Background: an optimization exercise with open tools, aiming at small area, a short achievable clock period and few clock cycles. Do not read the settings as production practice. In this exercise RTL edits were held to simulation tests only and were not proved equivalent to the original. Power is estimated from default activity; no workload was simulated.

==> branch willow <==
==> flow/design.v <==
module P_Liu (
	input clk,
	input rst,
	input [15:0] inputLine,
	output [15:0] outputLine,
	output outputLineWrite,
	output [9:0] imem_addr,
	input [15:0] imem_rdata,
	output [9:0] dmem_addr,
	output [15:0] dmem_wdata,
	output dmem_we,
	input [15:0] dmem_rdata
);
	reg [9:0] fa;         
	reg dv;               
	reg [15:0] ir;        
	reg [8:0] sa;         
	reg [9:0] sb;         
	reg xv;               
	reg xp;               
	reg lph;              
	reg [9:0] maddr;      
	reg mwe;              
	reg [15:0] wdr;       
	reg owr;              
	reg [15:0] sp, ra, pc;
	reg [15:0] x0, x1, x2, x3, x4, x5, x6, x7;
	assign imem_addr = fa;
	assign dmem_addr = maddr;
	assign dmem_we = mwe;
	assign dmem_wdata = wdr;
	assign outputLine = wdr;
	assign outputLineWrite = owr;
	wire [15:0] iw = imem_rdata;
	wire d_load = (iw[15:12] == 4'b0101) | (iw[15:6] == 10'b0111000011) |
	              (iw[15:10] == 6'b001110);
	wire d_a_rs2 = iw[15:12] == 4'b0000;
	wire d_a_ra  = iw[15:11] == 5'b00111;
	wire [2:0] d_ra = d_a_rs2 ? iw[8:6] : iw[2:0];
	wire [8:0] d_sa = d_a_ra ? 9'h100 : {1'b0, 8'd1 << d_ra};
	wire d_g_sp = iw[15:10] == 6'b011101;
	wire d_b_sp = (d_g_sp & ((iw[9:3] == 7'b0100000) | (iw[9:3] == 7'b0000000))) |
	              (iw[15:10] == 6'b011110) | (iw[15:11] == 5'b00111) |
	              (iw[15:13] == 3'b010);
	wire d_b_pc = d_g_sp & ((iw[9:3] == 7'b1100000) | (iw[9:3] == 7'b1000000));
	wire [9:0] d_sb = d_b_sp ? 10'h100 : (d_b_pc ? 10'h200 : {2'b00, 8'd1 << iw[5:3]});
	wire d_far = (iw[15:10] == 6'b001111) | (iw[15:10] == 6'b011111) |
	             (iw[15:12] == 4'b0110);
	wire d_pred = d_far | (iw[15] & iw[12]);
	wire [9:0] d_off = d_far ? iw[9:0] : {{3{iw[12]}}, iw[12:6]};
	wire [9:0] d_tgt = pc[10:1] + d_off + {9'd0, xv};
	wire [2:0] rd  = ir[2:0];
	wire i_alu   = ir[15:12] == 4'b0000;
	wire i_lu    = ir[15:11] == 5'b00010;
	wire i_ll    = ir[15:11] == 5'b00011;
	wire i_addi  = ir[15:12] == 4'b0010;
	wire i_shift = ir[15:11] == 5'b00110;
	wire i_ret   = ir[15:10] == 6'b001110;
	wire i_jump  = ir[15:10] == 6'b001111;
	wire i_strsp = ir[15:12] == 4'b0100;
	wire i_rtvsp = ir[15:12] == 4'b0101;
	wire g_io    = ir[15:10] == 6'b011100;
	wire i_str   = g_io & (ir[9:6] == 4'b0010);
	wire i_rtv   = g_io & (ir[9:6] == 4'b0011);
	wire g_rw    = g_io & (ir[9:7] != 3'b001);
	wire i_read  = g_rw & (ir[5:3] == 3'b000);
	wire i_write = g_rw & (ir[5:3] != 3'b000);
	wire g_sp    = ir[15:10] == 6'b011101;
	wire i_getsp = g_sp & (ir[9:3] == 7'b0000000);
	wire i_chgsp = g_sp & (ir[9:3] == 7'b0100000);
	wire i_setsp = g_sp & (ir[9:3] == 7'b0100001);
	wire i_getpc = g_sp & (ir[9:3] == 7'b1000000);
	wire i_chgpc = g_sp & (ir[9:3] == 7'b1100000);
	wire i_setpc = g_sp & ~i_getsp & ~i_chgsp & ~i_setsp & ~i_getpc & ~i_chgpc;
	wire i_chgspi = ir[15:10] == 6'b011110;
	wire i_chgpci = (ir[15:10] == 6'b011111) | (ir[15:12] == 4'b0110);
	wire i_br    = ir[15];
	wire i_load  = i_rtvsp | i_rtv | i_ret;
	wire i_store = i_strsp | i_str | i_jump;
	wire [15:0] A = ({16{sa[0]}} & x0) | ({16{sa[1]}} & x1) | ({16{sa[2]}} & x2) |
	                ({16{sa[3]}} & x3) | ({16{sa[4]}} & x4) | ({16{sa[5]}} & x5) |
	                ({16{sa[6]}} & x6) | ({16{sa[7]}} & x7) | ({16{sa[8]}} & ra);
	wire [15:0] B = ({16{sb[0]}} & x0) | ({16{sb[1]}} & x1) | ({16{sb[2]}} & x2) |
	                ({16{sb[3]}} & x3) | ({16{sb[4]}} & x4) | ({16{sb[5]}} & x5) |
	                ({16{sb[6]}} & x6) | ({16{sb[7]}} & x7) | ({16{sb[8]}} & sp) |
	                ({16{sb[9]}} & pc);
	wire [2:0] aop = ir[11:9];
	wire [15:0] imm6   = {{10{ir[11]}}, ir[11:6]};
	wire [15:0] imm9s  = {{6{ir[11]}}, ir[11:3], 1'b0};
	wire [15:0] imm10s = {{5{ir[9]}}, ir[9:0], 1'b0};
	wire [15:0] imm7s  = {{8{ir[12]}}, ir[12:6], 1'b0};
	wire a_sub = i_alu & (aop == 3'b100);
	wire a_imm = i_addi | i_chgspi | i_ret | i_strsp | i_rtvsp;
	wire [15:0] immA = i_addi ? imm6 : ((i_strsp | i_rtvsp) ? imm9s : imm10s);
	wire a_inv = a_sub | i_br;
	wire [15:0] ain2 = a_imm ? immA : (A ^ {16{a_inv}});
	wire [15:0] ap = B ^ ain2;
	wire [15:0] ag = B & ain2;
	wire [15:0] kg0 = {ag[15:1], ag[0] | (ap[0] & a_sub)};
	wire [15:0] kp0 = ap;
	wire [15:0] kg1 = kg0 | (kp0 & {kg0[14:0], 1'b0});
	wire [15:0] kp1 = kp0 & {kp0[14:0], 1'b0};
	wire [15:0] kg2 = kg1 | (kp1 & {kg1[13:0], 2'b0});
	wire [15:0] kp2 = kp1 & {kp1[13:0], 2'b0};
	wire [15:0] kg3 = kg2 | (kp2 & {kg2[11:0], 4'b0});
	wire [15:0] kp3 = kp2 & {kp2[11:0], 4'b0};
	wire [15:0] kg4 = kg3 | (kp3 & {kg3[7:0], 8'b0});
	wire [15:0] sum = ap ^ {kg4[14:0], a_sub};
	wire eq = &ap;
	wire lt = kg4[15];
	reg cond;
	always @* begin
		case (ir[14:13])
			2'b00: cond = eq;
			2'b01: cond = lt;
			2'b10: cond = ~eq;
			default: cond = ~lt;
		endcase
	end
	reg [15:0] lg;
	always @* begin
		case (aop[1:0])
			2'b01: lg = ag;
			2'b10: lg = ag | ap;
			default: lg = ap;
		endcase
	end
	wire [3:0] sk = ir[9:6];
	wire [31:0] rot2 = {B, B} << sk;
	wire [15:0] rot = rot2[31:16];
	wire [15:0] lowm = ~(16'hFFFF << sk);
	wire [15:0] sh = rot & (ir[10] ? lowm : ~lowm);
	wire [15:0] pc2 = pc + 16'd2;
	wire [15:0] pcadd = pc + (i_br ? imm7s : imm10s);
	wire nr = ~rst;
	wire s_mem = nr & lph;
	wire s_add = nr & ~lph & ((i_alu & (aop[1:0] == 2'b00)) | i_addi);
	wire s_log = nr & ~lph & i_alu & (aop[1:0] != 2'b00);
	wire s_sh  = nr & ~lph & i_shift;
	wire s_lu  = nr & ~lph & i_lu;
	wire s_ll  = nr & ~lph & i_ll;
	wire s_b   = nr & ~lph & (i_getsp | i_getpc);
	wire s_in  = nr & ~lph & i_read;
	wire [15:0] wdata =
		({16{s_mem}} & dmem_rdata) |
		({16{s_add}} & sum) |
		({16{s_log}} & (lg ^ {16{aop[2]}})) |
		({16{s_sh}} & sh) |
		({16{s_lu}} & {ir[10:3], A[7:0]}) |
		({16{s_ll}} & {{8{ir[10]}}, ir[10:3]}) |
		({16{s_b}} & B) |
		({16{s_in}} & inputLine);
	wire xdone = xv & (~i_load | lph);
	wire gpr_we = xdone & (i_alu | i_lu | i_ll | i_addi | i_shift | i_rtvsp |
	                       i_rtv | i_read | i_getsp | i_getpc);
	wire sp_we = xdone & (i_chgsp | i_chgspi | i_ret | i_setsp);
	wire ra_we = xdone & (i_jump | i_ret);
	wire taken = i_jump | i_chgpci | (i_br & cond) | i_setpc | i_chgpc;
	wire [15:0] tgt = (i_ret | i_setpc) ? A : (i_chgpc ? sum : pcadd);
	wire redir = xv & ((~i_load & (taken ^ xp)) | (i_ret & ~lph));
	wire [9:0] rtgt = (taken | i_ret) ? tgt[10:1] : pc2[10:1];
	wire capture = ~(xv & i_load & ~lph);
	always @(posedge clk or posedge rst) begin
		if (rst) begin
			fa <= 10'd0;
			dv <= 1'b0;
			xv <= 1'b0;
			lph <= 1'b0;
			mwe <= 1'b0;
			owr <= 1'b0;
		end else begin
			if (redir) begin
				fa <= rtgt;
				dv <= 1'b0;
			end else if (dv & d_pred) begin
				fa <= d_tgt;
				dv <= 1'b0;
			end else if (dv & d_load) begin
				dv <= 1'b0;
			end else begin
				fa <= fa + 10'd1;
				dv <= 1'b1;
			end
			if (capture) xv <= dv & ~redir;
			lph <= xv & i_load & ~lph;
			mwe <= xv & i_store;
			owr <= xv & i_write;
		end
	end
	always @(posedge clk) begin
		if (capture) begin
			ir <= iw;
			sa <= d_sa;
			sb <= d_sb;
			xp <= d_pred;
		end
		maddr <= (i_str | i_rtv | i_jump) ? B[10:1] : sum[10:1];
		wdr <= A;
	end
	wire [7:0] rf_we = {8{rst}} | ({8{gpr_we}} & (8'd1 << rd));
	always @(posedge clk) begin
		if (rst | xdone) pc <= {16{nr}} & ((i_ret | taken) ? tgt : pc2);
		if (rst | sp_we) sp <= {16{nr}} & (i_setsp ? A : sum);
		if (rst | ra_we) ra <= {16{nr}} & (i_ret ? dmem_rdata : pc2);
		if (rf_we[0]) x0 <= wdata;
		if (rf_we[1]) x1 <= wdata;
		if (rf_we[2]) x2 <= wdata;
		if (rf_we[3]) x3 <= wdata;
		if (rf_we[4]) x4 <= wdata;
		if (rf_we[5]) x5 <= wdata;
		if (rf_we[6]) x6 <= wdata;
		if (rf_we[7]) x7 <= wdata;
	end
endmodule
==> flow/flow/run.sh <==
#!/bin/bash
set -euo pipefail
bash standard.sh SETUP_SLACK_MARGIN=6.5 TNS_END_PERCENT=10 finish > standard_make.log 2>&1
==> flow/standard.sh <==
#!/bin/bash
# synth_recipe.tcl (not shown) runs the flow's synth.tcl, then flattens the netlist and writes it again
# the make line also repeats each setting of config.mk as NAME=value (left out here)
make -C /OpenROAD-flow-scripts/flow DESIGN_CONFIG=/design/flow/config.mk WORK_HOME=/design/flow/orfs CLKGATE_MAP_FILE= SYNTH_SCRIPT=/design/flow/synth_recipe.tcl "${@:-finish}"
==> flow/config.mk <==
export PLATFORM = sky130hd
export DESIGN_NAME = P_Liu
export DESIGN_NICKNAME = P_Liu
export VERILOG_FILES = /design/flow/design.v
export SDC_FILE = /design/flow/constraint.sdc
export NUM_CORES = 4
export LEC_CHECK = 0
export CAP_MARGIN = 20
export CORE_MARGIN = 2
export CORE_UTILIZATION = 40
export SLEW_MARGIN = 20
==> flow/constraint.sdc <==
create_clock -name core_clock -period 11.0 [get_ports {clk}]
set_input_delay 2.2000 -clock core_clock [delete_from_list [all_inputs] [get_ports {clk}]]
set_output_delay 2.2000 -clock core_clock [all_outputs]
set_load 0.01 [all_outputs]
==> branch juniper (differences from branch willow) <==
--- a/flow/design.v
+++ b/flow/design.v
@@ -1,2 +1,26 @@
+module C_KSAdd #(parameter W = 16) (
+	input [W-1:0] a,
+	input [W-1:0] b,
+	input ci,
+	output [W-1:0] s,
+	output co
+);
+	wire [W-1:0] p = a ^ b;
+	wire [W-1:0] g0 = (a & b) | {{(W-1){1'b0}}, p[0] & ci};
+	reg [W-1:0] g, pp;
+	integer d, i;
+	always @* begin
+		g = g0;
+		pp = p;
+		for (d = 1; d < W; d = d * 2) begin
+			for (i = W - 1; i >= d; i = i - 1) begin
+				g[i] = g[i] | (pp[i] & g[i - d]);
+				pp[i] = pp[i] & pp[i - d];
+			end
+		end
+	end
+	assign s = p ^ {g[W-2:0], ci};
+	assign co = g[W-1];
+endmodule
 module P_Liu (
 	input clk,
@@ -19,4 +43,5 @@
 	reg xv;               
 	reg xp;               
+	reg c_imm, c_sub, c_inv, c_addi, c_sp9;    
 	reg lph;              
 	reg [9:0] maddr;      
@@ -24,4 +49,5 @@
 	reg [15:0] wdr;       
 	reg owr;              
+	reg rq;               
 	reg [15:0] sp, ra, pc;
 	reg [15:0] x0, x1, x2, x3, x4, x5, x6, x7;
@@ -45,9 +71,21 @@
 	wire d_b_pc = d_g_sp & ((iw[9:3] == 7'b1100000) | (iw[9:3] == 7'b1000000));
 	wire [9:0] d_sb = d_b_sp ? 10'h100 : (d_b_pc ? 10'h200 : {2'b00, 8'd1 << iw[5:3]});
+	wire [15:0] pc2;
+	C_KSAdd #(.W(15)) PC2 (.a(pc[15:1]), .b(15'd0), .ci(1'b1), .s(pc2[15:1]), .co());
+	assign pc2[0] = pc[0];
 	wire d_far = (iw[15:10] == 6'b001111) | (iw[15:10] == 6'b011111) |
 	             (iw[15:12] == 4'b0110);
 	wire d_pred = d_far | (iw[15] & iw[12]);
-	wire [9:0] d_off = d_far ? iw[9:0] : {{3{iw[12]}}, iw[12:6]};
-	wire [9:0] d_tgt = pc[10:1] + d_off + {9'd0, xv};
+	wire [9:0] pcd = xv ? pc2[10:1] : pc[10:1];
+	wire [9:0] d_tfar, d_tbr;
+	C_KSAdd #(.W(10)) DTFAR (.a(pcd), .b(iw[9:0]), .ci(1'b0), .s(d_tfar), .co());
+	C_KSAdd #(.W(10)) DTBR (.a(pcd), .b({{3{iw[12]}}, iw[12:6]}), .ci(1'b0), .s(d_tbr), .co());
+	wire [9:0] d_tgt = d_far ? d_tfar : d_tbr;
+	wire d_i_addi = iw[15:12] == 4'b0010;
+	wire d_i_sp9 = iw[15:13] == 3'b010;                       
+	wire d_a_imm = d_i_addi | d_i_sp9 | (iw[15:10] == 6'b011110) |   
+	               (iw[15:10] == 6'b001110);                         
+	wire d_a_sub = iw[15:9] == 7'b0000100;
+	wire d_a_inv = d_a_sub | iw[15];
 	wire [2:0] rd  = ir[2:0];
 	wire i_alu   = ir[15:12] == 4'b0000;
@@ -90,8 +128,8 @@
 	wire [15:0] imm10s = {{5{ir[9]}}, ir[9:0], 1'b0};
 	wire [15:0] imm7s  = {{8{ir[12]}}, ir[12:6], 1'b0};
-	wire a_sub = i_alu & (aop == 3'b100);
-	wire a_imm = i_addi | i_chgspi | i_ret | i_strsp | i_rtvsp;
-	wire [15:0] immA = i_addi ? imm6 : ((i_strsp | i_rtvsp) ? imm9s : imm10s);
-	wire a_inv = a_sub | i_br;
+	wire a_sub = c_sub;
+	wire a_imm = c_imm;
+	wire [15:0] immA = c_addi ? imm6 : (c_sp9 ? imm9s : imm10s);
+	wire a_inv = c_inv;
 	wire [15:0] ain2 = a_imm ? immA : (A ^ {16{a_inv}});
 	wire [15:0] ap = B ^ ain2;
@@ -131,7 +169,9 @@
 	wire [15:0] lowm = ~(16'hFFFF << sk);
 	wire [15:0] sh = rot & (ir[10] ? lowm : ~lowm);
-	wire [15:0] pc2 = pc + 16'd2;
-	wire [15:0] pcadd = pc + (i_br ? imm7s : imm10s);
-	wire nr = ~rst;
+	wire [15:0] pcadd;
+	C_KSAdd #(.W(15)) PCADD (.a(pc[15:1]), .b(i_br ? imm7s[15:1] : imm10s[15:1]), .ci(1'b0),
+		.s(pcadd[15:1]), .co());
+	assign pcadd[0] = pc[0];
+	wire nr = ~rq;
 	wire s_mem = nr & lph;
 	wire s_add = nr & ~lph & ((i_alu & (aop[1:0] == 2'b00)) | i_addi);
@@ -156,9 +196,28 @@
 	wire sp_we = xdone & (i_chgsp | i_chgspi | i_ret | i_setsp);
 	wire ra_we = xdone & (i_jump | i_ret);
-	wire taken = i_jump | i_chgpci | (i_br & cond) | i_setpc | i_chgpc;
-	wire [15:0] tgt = (i_ret | i_setpc) ? A : (i_chgpc ? sum : pcadd);
-	wire redir = xv & ((~i_load & (taken ^ xp)) | (i_ret & ~lph));
-	wire [9:0] rtgt = (taken | i_ret) ? tgt[10:1] : pc2[10:1];
+	wire btk = i_br & cond;
+	wire j_add = i_jump | i_chgpci | btk;
+	wire j_a = i_ret | i_setpc;
+	wire p_sum = nr & i_chgpc;
+	wire p_a = nr & j_a;
+	wire p_add = nr & j_add;
+	wire p_2 = nr & ~(i_chgpc | j_a | j_add);
+	wire [15:0] npc = ({16{p_sum}} & sum) | ({16{p_a}} & A) |
+	                  ({16{p_add}} & pcadd) | ({16{p_2}} & pc2);
+	wire r_sum = xv & i_chgpc;
+	wire r_a = xv & ((i_setpc) | (i_ret & ~lph));
+	wire r_add = xv & btk & ~xp;
+	wire r_2 = xv & i_br & ~cond & xp;
+	wire redir = r_sum | r_a | r_add | r_2;
 	wire capture = ~(xv & i_load & ~lph);
+	wire f_d = ~redir & dv & d_pred;
+	wire f_inc = ~redir & ~(dv & (d_pred | d_load));
+	wire f_hold = ~redir & dv & d_load;
+	wire [9:0] fa1;
+	C_KSAdd #(.W(10)) FA1 (.a(fa), .b(10'd0), .ci(1'b1), .s(fa1), .co());
+	wire [9:0] nfa = ({10{r_sum}} & sum[10:1]) | ({10{r_a}} & A[10:1]) |
+	                 ({10{r_add}} & pcadd[10:1]) | ({10{r_2}} & pc2[10:1]) |
+	                 ({10{f_d}} & d_tgt) | ({10{f_inc}} & fa1) |
+	                 ({10{f_hold}} & fa);
 	always @(posedge clk or posedge rst) begin
 		if (rst) begin
@@ -170,16 +229,6 @@
 			owr <= 1'b0;
 		end else begin
-			if (redir) begin
-				fa <= rtgt;
-				dv <= 1'b0;
-			end else if (dv & d_pred) begin
-				fa <= d_tgt;
-				dv <= 1'b0;
-			end else if (dv & d_load) begin
-				dv <= 1'b0;
-			end else begin
-				fa <= fa + 10'd1;
-				dv <= 1'b1;
-			end
+			fa <= nfa;
+			dv <= f_inc;
 			if (capture) xv <= dv & ~redir;
 			lph <= xv & i_load & ~lph;
@@ -194,13 +243,19 @@
 			sb <= d_sb;
 			xp <= d_pred;
+			c_imm <= d_a_imm;
+			c_sub <= d_a_sub;
+			c_inv <= d_a_inv;
+			c_addi <= d_i_addi;
+			c_sp9 <= d_i_sp9;
 		end
 		maddr <= (i_str | i_rtv | i_jump) ? B[10:1] : sum[10:1];
 		wdr <= A;
 	end
-	wire [7:0] rf_we = {8{rst}} | ({8{gpr_we}} & (8'd1 << rd));
+	always @(posedge clk) rq <= rst;
+	wire [7:0] rf_we = {8{rq}} | ({8{gpr_we}} & (8'd1 << rd));
 	always @(posedge clk) begin
-		if (rst | xdone) pc <= {16{nr}} & ((i_ret | taken) ? tgt : pc2);
-		if (rst | sp_we) sp <= {16{nr}} & (i_setsp ? A : sum);
-		if (rst | ra_we) ra <= {16{nr}} & (i_ret ? dmem_rdata : pc2);
+		if (rq | xdone) pc <= npc;
+		if (rq | sp_we) sp <= ({16{nr & i_setsp}} & A) | ({16{nr & ~i_setsp}} & sum);
+		if (rq | ra_we) ra <= ({16{nr & i_ret}} & dmem_rdata) | ({16{nr & ~i_ret}} & pc2);
 		if (rf_we[0]) x0 <= wdata;
 		if (rf_we[1]) x1 <= wdata;
==> flow/flow/run.sh (replaced) <==
#!/bin/bash
set -euo pipefail
bash standard.sh SETUP_SLACK_MARGIN=6.5 TNS_END_PERCENT=10 \
  "BUFFER_PORTS_ARGS=-buffer_cell sky130_fd_sc_hd__buf_2" \
  finish > standard_make.log 2>&1
==> branch umber (differences from branch willow) <==
--- a/flow/design.v
+++ b/flow/design.v
@@ -1,2 +1,26 @@
+module C_KSAdd #(parameter W = 16) (
+	input [W-1:0] a,
+	input [W-1:0] b,
+	input ci,
+	output [W-1:0] s,
+	output co
+);
+	wire [W-1:0] p = a ^ b;
+	wire [W-1:0] g0 = (a & b) | {{(W-1){1'b0}}, p[0] & ci};
+	reg [W-1:0] g, pp;
+	integer d, i;
+	always @* begin
+		g = g0;
+		pp = p;
+		for (d = 1; d < W; d = d * 2) begin
+			for (i = W - 1; i >= d; i = i - 1) begin
+				g[i] = g[i] | (pp[i] & g[i - d]);
+				pp[i] = pp[i] & pp[i - d];
+			end
+		end
+	end
+	assign s = p ^ {g[W-2:0], ci};
+	assign co = g[W-1];
+endmodule
 module P_Liu (
 	input clk,
@@ -19,4 +43,5 @@
 	reg xv;               
 	reg xp;               
+	reg c_imm, c_sub, c_inv, c_addi, c_sp9;    
 	reg lph;              
 	reg [9:0] maddr;      
@@ -24,4 +49,5 @@
 	reg [15:0] wdr;       
 	reg owr;              
+	reg rq;               
 	reg [15:0] sp, ra, pc;
 	reg [15:0] x0, x1, x2, x3, x4, x5, x6, x7;
@@ -45,9 +71,21 @@
 	wire d_b_pc = d_g_sp & ((iw[9:3] == 7'b1100000) | (iw[9:3] == 7'b1000000));
 	wire [9:0] d_sb = d_b_sp ? 10'h100 : (d_b_pc ? 10'h200 : {2'b00, 8'd1 << iw[5:3]});
+	wire [15:0] pc2;
+	C_KSAdd #(.W(15)) PC2 (.a(pc[15:1]), .b(15'd0), .ci(1'b1), .s(pc2[15:1]), .co());
+	assign pc2[0] = pc[0];
 	wire d_far = (iw[15:10] == 6'b001111) | (iw[15:10] == 6'b011111) |
 	             (iw[15:12] == 4'b0110);
 	wire d_pred = d_far | (iw[15] & iw[12]);
-	wire [9:0] d_off = d_far ? iw[9:0] : {{3{iw[12]}}, iw[12:6]};
-	wire [9:0] d_tgt = pc[10:1] + d_off + {9'd0, xv};
+	wire [9:0] pcd = xv ? pc2[10:1] : pc[10:1];
+	wire [9:0] d_tfar, d_tbr;
+	C_KSAdd #(.W(10)) DTFAR (.a(pcd), .b(iw[9:0]), .ci(1'b0), .s(d_tfar), .co());
+	C_KSAdd #(.W(10)) DTBR (.a(pcd), .b({{3{iw[12]}}, iw[12:6]}), .ci(1'b0), .s(d_tbr), .co());
+	wire [9:0] d_tgt = d_far ? d_tfar : d_tbr;
+	wire d_i_addi = iw[15:12] == 4'b0010;
+	wire d_i_sp9 = iw[15:13] == 3'b010;                       
+	wire d_a_imm = d_i_addi | d_i_sp9 | (iw[15:10] == 6'b011110) |   
+	               (iw[15:10] == 6'b001110);                         
+	wire d_a_sub = iw[15:9] == 7'b0000100;
+	wire d_a_inv = d_a_sub | iw[15];
 	wire [2:0] rd  = ir[2:0];
 	wire i_alu   = ir[15:12] == 4'b0000;
@@ -90,8 +128,8 @@
 	wire [15:0] imm10s = {{5{ir[9]}}, ir[9:0], 1'b0};
 	wire [15:0] imm7s  = {{8{ir[12]}}, ir[12:6], 1'b0};
-	wire a_sub = i_alu & (aop == 3'b100);
-	wire a_imm = i_addi | i_chgspi | i_ret | i_strsp | i_rtvsp;
-	wire [15:0] immA = i_addi ? imm6 : ((i_strsp | i_rtvsp) ? imm9s : imm10s);
-	wire a_inv = a_sub | i_br;
+	wire a_sub = c_sub;
+	wire a_imm = c_imm;
+	wire [15:0] immA = c_addi ? imm6 : (c_sp9 ? imm9s : imm10s);
+	wire a_inv = c_inv;
 	wire [15:0] ain2 = a_imm ? immA : (A ^ {16{a_inv}});
 	wire [15:0] ap = B ^ ain2;
@@ -131,7 +169,9 @@
 	wire [15:0] lowm = ~(16'hFFFF << sk);
 	wire [15:0] sh = rot & (ir[10] ? lowm : ~lowm);
-	wire [15:0] pc2 = pc + 16'd2;
-	wire [15:0] pcadd = pc + (i_br ? imm7s : imm10s);
-	wire nr = ~rst;
+	wire [15:0] pcadd;
+	C_KSAdd #(.W(15)) PCADD (.a(pc[15:1]), .b(i_br ? imm7s[15:1] : imm10s[15:1]), .ci(1'b0),
+		.s(pcadd[15:1]), .co());
+	assign pcadd[0] = pc[0];
+	wire nr = ~rq;
 	wire s_mem = nr & lph;
 	wire s_add = nr & ~lph & ((i_alu & (aop[1:0] == 2'b00)) | i_addi);
@@ -156,9 +196,28 @@
 	wire sp_we = xdone & (i_chgsp | i_chgspi | i_ret | i_setsp);
 	wire ra_we = xdone & (i_jump | i_ret);
-	wire taken = i_jump | i_chgpci | (i_br & cond) | i_setpc | i_chgpc;
-	wire [15:0] tgt = (i_ret | i_setpc) ? A : (i_chgpc ? sum : pcadd);
-	wire redir = xv & ((~i_load & (taken ^ xp)) | (i_ret & ~lph));
-	wire [9:0] rtgt = (taken | i_ret) ? tgt[10:1] : pc2[10:1];
+	wire btk = i_br & cond;
+	wire j_add = i_jump | i_chgpci | btk;
+	wire j_a = i_ret | i_setpc;
+	wire p_sum = nr & i_chgpc;
+	wire p_a = nr & j_a;
+	wire p_add = nr & j_add;
+	wire p_2 = nr & ~(i_chgpc | j_a | j_add);
+	wire [15:0] npc = ({16{p_sum}} & sum) | ({16{p_a}} & A) |
+	                  ({16{p_add}} & pcadd) | ({16{p_2}} & pc2);
+	wire r_sum = xv & i_chgpc;
+	wire r_a = xv & ((i_setpc) | (i_ret & ~lph));
+	wire r_add = xv & btk & ~xp;
+	wire r_2 = xv & i_br & ~cond & xp;
+	wire redir = r_sum | r_a | r_add | r_2;
 	wire capture = ~(xv & i_load & ~lph);
+	wire f_d = ~redir & dv & d_pred;
+	wire f_inc = ~redir & ~(dv & (d_pred | d_load));
+	wire f_hold = ~redir & dv & d_load;
+	wire [9:0] fa1;
+	C_KSAdd #(.W(10)) FA1 (.a(fa), .b(10'd0), .ci(1'b1), .s(fa1), .co());
+	wire [9:0] nfa = ({10{r_sum}} & sum[10:1]) | ({10{r_a}} & A[10:1]) |
+	                 ({10{r_add}} & pcadd[10:1]) | ({10{r_2}} & pc2[10:1]) |
+	                 ({10{f_d}} & d_tgt) | ({10{f_inc}} & fa1) |
+	                 ({10{f_hold}} & fa);
 	always @(posedge clk or posedge rst) begin
 		if (rst) begin
@@ -170,16 +229,6 @@
 			owr <= 1'b0;
 		end else begin
-			if (redir) begin
-				fa <= rtgt;
-				dv <= 1'b0;
-			end else if (dv & d_pred) begin
-				fa <= d_tgt;
-				dv <= 1'b0;
-			end else if (dv & d_load) begin
-				dv <= 1'b0;
-			end else begin
-				fa <= fa + 10'd1;
-				dv <= 1'b1;
-			end
+			fa <= nfa;
+			dv <= f_inc;
 			if (capture) xv <= dv & ~redir;
 			lph <= xv & i_load & ~lph;
@@ -194,13 +243,19 @@
 			sb <= d_sb;
 			xp <= d_pred;
+			c_imm <= d_a_imm;
+			c_sub <= d_a_sub;
+			c_inv <= d_a_inv;
+			c_addi <= d_i_addi;
+			c_sp9 <= d_i_sp9;
 		end
 		maddr <= (i_str | i_rtv | i_jump) ? B[10:1] : sum[10:1];
 		wdr <= A;
 	end
-	wire [7:0] rf_we = {8{rst}} | ({8{gpr_we}} & (8'd1 << rd));
+	always @(posedge clk) rq <= rst;
+	wire [7:0] rf_we = {8{rq}} | ({8{gpr_we}} & (8'd1 << rd));
 	always @(posedge clk) begin
-		if (rst | xdone) pc <= {16{nr}} & ((i_ret | taken) ? tgt : pc2);
-		if (rst | sp_we) sp <= {16{nr}} & (i_setsp ? A : sum);
-		if (rst | ra_we) ra <= {16{nr}} & (i_ret ? dmem_rdata : pc2);
+		if (rq | xdone) pc <= npc;
+		if (rq | sp_we) sp <= ({16{nr & i_setsp}} & A) | ({16{nr & ~i_setsp}} & sum);
+		if (rq | ra_we) ra <= ({16{nr & i_ret}} & dmem_rdata) | ({16{nr & ~i_ret}} & pc2);
 		if (rf_we[0]) x0 <= wdata;
 		if (rf_we[1]) x1 <= wdata;
==> flow/flow/run.sh (replaced) <==
#!/bin/bash
set -euo pipefail
bash standard.sh SETUP_SLACK_MARGIN=7.3 TNS_END_PERCENT=10 \
  "BUFFER_PORTS_ARGS=-buffer_cell sky130_fd_sc_hd__buf_2" \
  finish > standard_make.log 2>&1
==> notes.md <==
- Clock power: branch willow < branch umber < branch juniper.
- Sequential share of layout area: branch umber < branch willow < branch juniper.
- Flip-flop and latch count: branch willow is lower than branch umber (6).
- Hold slack, lowest first: branch umber, branch juniper, branch willow.
- Register-to-register slack: branch juniper < branch willow < branch umber.
- Between branch juniper and branch umber, the lower power is in branch juniper (gap 2.6%, measured against branch umber).
- Against branch umber, the die area of branch willow is smaller by about 4%.
- Cell count: branch juniper is higher than branch willow (2.7%).
- Of branch willow and branch juniper, branch juniper has the higher synthesized area (gap 4.3%, measured against branch juniper).
Testbench counts of branch willow, summed over its fixed seeds: cycles 59,843.
Testbench counts of branch juniper, summed over its fixed seeds: cycles 59,843.
Testbench counts of branch umber, summed over its fixed seeds: cycles 59,843.

## separate check: timing with driven ports
In the flow no input, the clock included, has a driving cell. The finished layouts below were timed again as built, in two steps.
Step 1 assumes that a clkbuf_16 drives the clock port and a buf_2 every other input.
Step 2 adds t to the input delays and takes it off the output delays; t is the mean of the earliest and latest rising clock arrival at the registers after step 1. Input paths then give back, and output paths get back, about the clock's delay inside the block.
a / b / c = ideal ports / drivers / drivers and shift; a / b = the first two.
run	t, ns	slack for setup (ns)	worst setup path at the end	pins driven straight from the clock port
branch willow	0.611	6.414 / 6.414 / 5.842	input to register	1
branch juniper	0.651	6.217 / 6.217 / 6.110	input to register	1
branch umber	0.639	6.515 / 6.515 / 6.110	input to register	1
After both steps setup and hold are still met in every run listed. The setup slack of branch willow, which loses most, moves by 0.000 ns with the drivers and by -0.572 ns with both steps.
